This is an optimization exercise on Yosys and OpenROAD, whose aim is small area, not a production implementation.
At most, simulation tests tie the RTL to the original design; equivalence was not proved.
No driver is modelled on the clock port, so clock power and skew are understated where the tree is cut down; a real chip needs a root buffer or a tree.

==> module uart, before the edit <==
module uart(txd,rxd,sysclk,reset);
output reg txd;
input rxd;
input sysclk,reset;
reg [1:0] ba; reg [2:0] bb; reg [4:0] bk;
always @(posedge sysclk)
  if (reset) begin ba <= 2'd0; bb <= 3'd0; bk <= 5'd0; end
  else begin
    ba <= {~ba[0], ba[1]^ba[0]};
    bb <= {~bb[1:0], bb[2]^bb[0]};
    bk <= {~bk[3:0], bk[4]^bk[1]};
  end
wire tick = (ba == 2'd2) && (bb == 3'd1) && (bk == 5'd9);
reg [3:0] rh, rl;
wire ridle = (rh == 4'd11);
always @(posedge sysclk)
  if (tick) rl <= (ridle && ~rxd) ? 4'd15 : rl + 4'd1;
always @(posedge sysclk)
  if (reset) rh <= 4'd11;
  else if (tick) begin
    if (ridle) begin
      if (~rxd) rh <= 4'd0;
    end else if (rl == 4'd15) rh <= rh + 4'd1;
  end
reg [7:0] rx;
integer i;
always @(posedge sysclk)
  for (i = 0; i < 8; i = i + 1)
    if (tick && rl == 4'd7 && rh == i + 2)
      rx[i] <= rxd;
wire rxn = (rh == 4'd10) && (rl == 4'd11 || rl == 4'd12);    
wire rxdone = (rh == 4'd10) && (rl == 4'd11);
reg [7:0] sp;
reg ready;
wire [3:0] sh = sp[7:4];
wire [3:0] sl = sp[3:0];
always @(posedge sysclk)
  if (reset) begin
    sp <= 8'ha1;
    ready <= 1'b0;
  end else if (tick) begin
    if (sp == 8'ha1) begin
      if (ready) sp <= 8'hfd;
    end else if (sp == 8'hfd && rxn) sp <= 8'hfc;
    else if (sp != 8'hfc) sp <= sp + 8'd1;
    if (rxn) ready <= 1'b1;
    else if (sp == 8'hfd) ready <= 1'b0;
  end
reg [6:0] tb;
always @(posedge sysclk)
  for (i = 0; i < 7; i = i + 1)
    if (tick && ((rxdone && !(sp == 8'hff || sh <= i)) || (sl == 4'd0 && sh == i + 1)))
      tb[i] <= rx[i] ^ rx[7];
reg bitv;
always @(*)
  case (sh)
    4'd0:  bitv = 1'b0;
    4'd1:  bitv = tb[0];
    4'd2:  bitv = tb[1];
    4'd3:  bitv = tb[2];
    4'd4:  bitv = tb[3];
    4'd5:  bitv = tb[4];
    4'd6:  bitv = tb[5];
    4'd7:  bitv = tb[6];
    4'd8:  bitv = 1'b0;
    default: bitv = 1'b1;
  endcase
always @(posedge sysclk)
  if (reset) txd <= 1'b1;
  else if (tick && sl == 4'd0 && sh <= 4'd9)
    txd <= bitv;
endmodule
clock: 10.0 ns
lec_check: 0
cap_margin: 20
core_margin: 2
core_utilization: 40
slew_margin: 20
standard.sh (not shown) runs the stock make flow with config.mk's settings and CLKGATE_MAP_FILE= SYNTH_SCRIPT=/design/flow/synth_recipe.tcl, a recipe that flattens the netlist after the stock synthesis.
==> flow/flow/run.sh <==
#!/bin/bash
# Layout flow: the standard flow, with these changes:
#  1. the combinational logic of the standard synthesis is re-mapped with
#     several area-oriented ABC scripts (some with SAT-based AIG resynthesis,
#     &deepsyn), in parallel, starting both from the standard netlist and
#     from the same synthesis run with ORFS's area-oriented ABC script; the
#     smallest result proven equivalent to the standard netlist is used
#     (flip-flops untouched: same instances, names and cell types);
#  3. everything else is standard.sh unchanged.
# Each tool's output goes to a log file of its own in this folder.
set -euo pipefail
W=$(pwd)
F=$W/flow
R=$W/orfs/results/$FLOW_PLATFORM/uart/base
LIB=$FLOW_HOME/platforms/$FLOW_PLATFORM/lib/sky130_fd_sc_hd__tt_025C_1v80.lib
JOBS=${NUM_CORES:-4}

bash standard.sh synth > synth.log 2>&1
cp $R/1_2_yosys.v $W/std_netlist.v

# The same synthesis with ORFS's area-oriented ABC script, in a folder of its own.
sed -e "s#WORK_HOME=$W/orfs #WORK_HOME=$W/orfs_area ABC_AREA=1 #" standard.sh > standard_area.sh
if bash standard_area.sh synth > synth_area.log 2>&1; then
  cp $W/orfs_area/results/$FLOW_PLATFORM/uart/base/1_2_yosys.v $W/area_netlist.v
else
  cp $W/std_netlist.v $W/area_netlist.v
fi

mkdir -p $W/remap
run_remap() {
  local name=$1 in=$2 scripts=$3
  mkdir -p $W/remap/$name.d
  (cd $W/remap/$name.d && REMAP_LIB=$LIB REMAP_IN=$in REMAP_OUT=$W/remap/$name.v \
    REMAP_TOP=$FLOW_TOP REMAP_SCRIPTS=$scripts timeout 900 yosys -c $F/remap.tcl > $W/remap/$name.log 2>&1) || true
}
classic=$F/t5.script,$F/u4.script,$F/w3.script,$F/w4.script,$F/s1.script,$F/t10.script,$F/a2.script
jobs=("classic_std|$W/std_netlist.v|$classic" "classic_area|$W/area_netlist.v|$classic")
for s in $F/ds*.script; do
  b=$(basename $s .script)
  jobs+=("${b}_std|$W/std_netlist.v|$s" "${b}_area|$W/area_netlist.v|$s")
done
n=0
for job in "${jobs[@]}"; do
  IFS='|' read -r name in scripts <<< "$job"
  run_remap $name $in $scripts &
  n=$((n + 1))
  if [ $n -ge $JOBS ]; then wait -n || true; n=$((n - 1)); fi
done
wait

# Candidates from smallest to largest area; use the first one proven equivalent.
for st in $(ls $W/remap/*.v.stat 2> /dev/null); do
  a=$(awk '/Chip area for module/ {print $NF}' $st)
  [ -n "$a" ] && echo "$a ${st%.stat}"
done | sort -n > $W/remap/candidates.txt
cat $W/remap/candidates.txt > remap.log
used=std
mkdir -p $W/eq
while read -r a v; do
  cp $W/std_netlist.v $W/eq/gold.v
  sed -E 's/\b_([0-9]+)_\b/_g\1_/g' $v > $W/eq/gate.v
  sed -e "s#LIB#$LIB#" -e "s#TOP#$FLOW_TOP#" $F/equiv.ys > $W/eq/equiv.ys
  if (cd $W/eq && timeout 900 yosys -q equiv.ys) >> equiv.log 2>&1; then
    echo "$v ($a) proven equivalent; using it" >> equiv.log
    cp $v $R/1_2_yosys.v
    used=$v
    break
  else
    echo "$v ($a) not proven equivalent" >> equiv.log
  fi
done < $W/remap/candidates.txt
echo "netlist used: $used" >> equiv.log
if [ "$used" != std ]; then
  bash standard.sh synth > synth_odb.log 2>&1
fi

export BUFFER_PORTS_ARGS="-buffer_cell sky130_fd_sc_hd__buf_1"
export CTS_ARGS="-sink_clustering_enable -repair_clock_nets -dont_use_dummy_load"
export FLOW_CLOCK_PORT=sysclk
export POST_CTS_TCL=$F/post_cts.tcl
bash standard.sh > layout.log 2>&1
Other scripts of this flow, unchanged in this note and not shown: flow/flow/a2.script, flow/flow/ds1.script, flow/flow/ds2.script, flow/flow/ds3.script, flow/flow/ds4.script, flow/flow/ds5.script, flow/flow/ds6.script, flow/flow/ds7.script, flow/flow/ds8.script, flow/flow/equiv.ys, flow/flow/post_cts.tcl, flow/flow/remap.tcl, flow/flow/s1.script, flow/flow/t10.script, flow/flow/t5.script, flow/flow/u4.script, flow/flow/w3.script, flow/flow/w4.script
Change:
--- a/flow/design.v
+++ b/flow/design.v
@@ -11,26 +11,27 @@
     bk <= {~bk[3:0], bk[4]^bk[1]};
   end
 wire tick = (ba == 2'd2) && (bb == 3'd1) && (bk == 5'd9);
 reg [3:0] rh, rl;
-wire ridle = (rh == 4'd11);
+wire ridle = (rh == 4'd15);
 always @(posedge sysclk)
-  if (tick) rl <= (ridle && ~rxd) ? 4'd15 : rl + 4'd1;
+  if (tick) rl <= (ridle && ~rxd) ? 4'd0 : rl + 4'd1;
 always @(posedge sysclk)
-  if (reset) rh <= 4'd11;
+  if (reset) rh <= 4'd15;
   else if (tick) begin
     if (ridle) begin
       if (~rxd) rh <= 4'd0;
-    end else if (rl == 4'd15) rh <= rh + 4'd1;
+    end else if (rh == 4'd10) rh <= 4'd15;    
+    else if (rl == 4'd15) rh <= rh + 4'd1;
   end
 reg [7:0] rx;
 integer i;
 always @(posedge sysclk)
   for (i = 0; i < 8; i = i + 1)
-    if (tick && rl == 4'd7 && rh == i + 2)
+    if (tick && rl == 4'd8 && rh == i + 1)
       rx[i] <= rxd;
-wire rxn = (rh == 4'd10) && (rl == 4'd11 || rl == 4'd12);    
-wire rxdone = (rh == 4'd10) && (rl == 4'd11);
+wire rxn = (rh == 4'd9) && (rl[3:1] == 3'd6);    
+wire rxdone = (rh == 4'd9) && (rl == 4'd12);
 reg [7:0] sp;
 reg ready;
 wire [3:0] sh = sp[7:4];
 wire [3:0] sl = sp[3:0];
=>
- final area fell by 0.96%
- critical path depth went up by 4
- global-route usage went down by 0.57 points
- fmax rises by 9.6%
- setup slack gets better by 290 ps
- core utilization came out lower by 0.12 points
- count of clock-buffer cells in the layout stays the same
No functional check of the RTL was part of the first run of this note.

## separate check: timing with driven ports
Ports are ideal in the flow. The routed layouts listed here were re-timed in OpenROAD.
Step 1 sets driving cells, clkbuf_16 on the clock port and buf_2 on the other inputs (assumed; they add their load-dependent delay and slew).
Step 2 also shifts input and output timing later by t, the mid clock arrival at the registers, as if the neighbouring blocks saw the same clock.
Slacks: ideal / step 1 / step 2; pairs: ideal / step 1.
run	t, ns	setup WS [ns]	hold WS [ns]	pins driven straight from the clock port
the first run	0.191	6.691 / 6.722 / 6.532	0.419 / 0.419 / 0.419	4
the second run	0.195	6.981 / 6.981 / 6.847	0.408 / 0.408 / 0.408	4
After both steps every run listed still meets setup and hold. The setup slack of the first run, which loses most, moves by +0.031 ns with the drivers and by -0.159 ns with both steps.
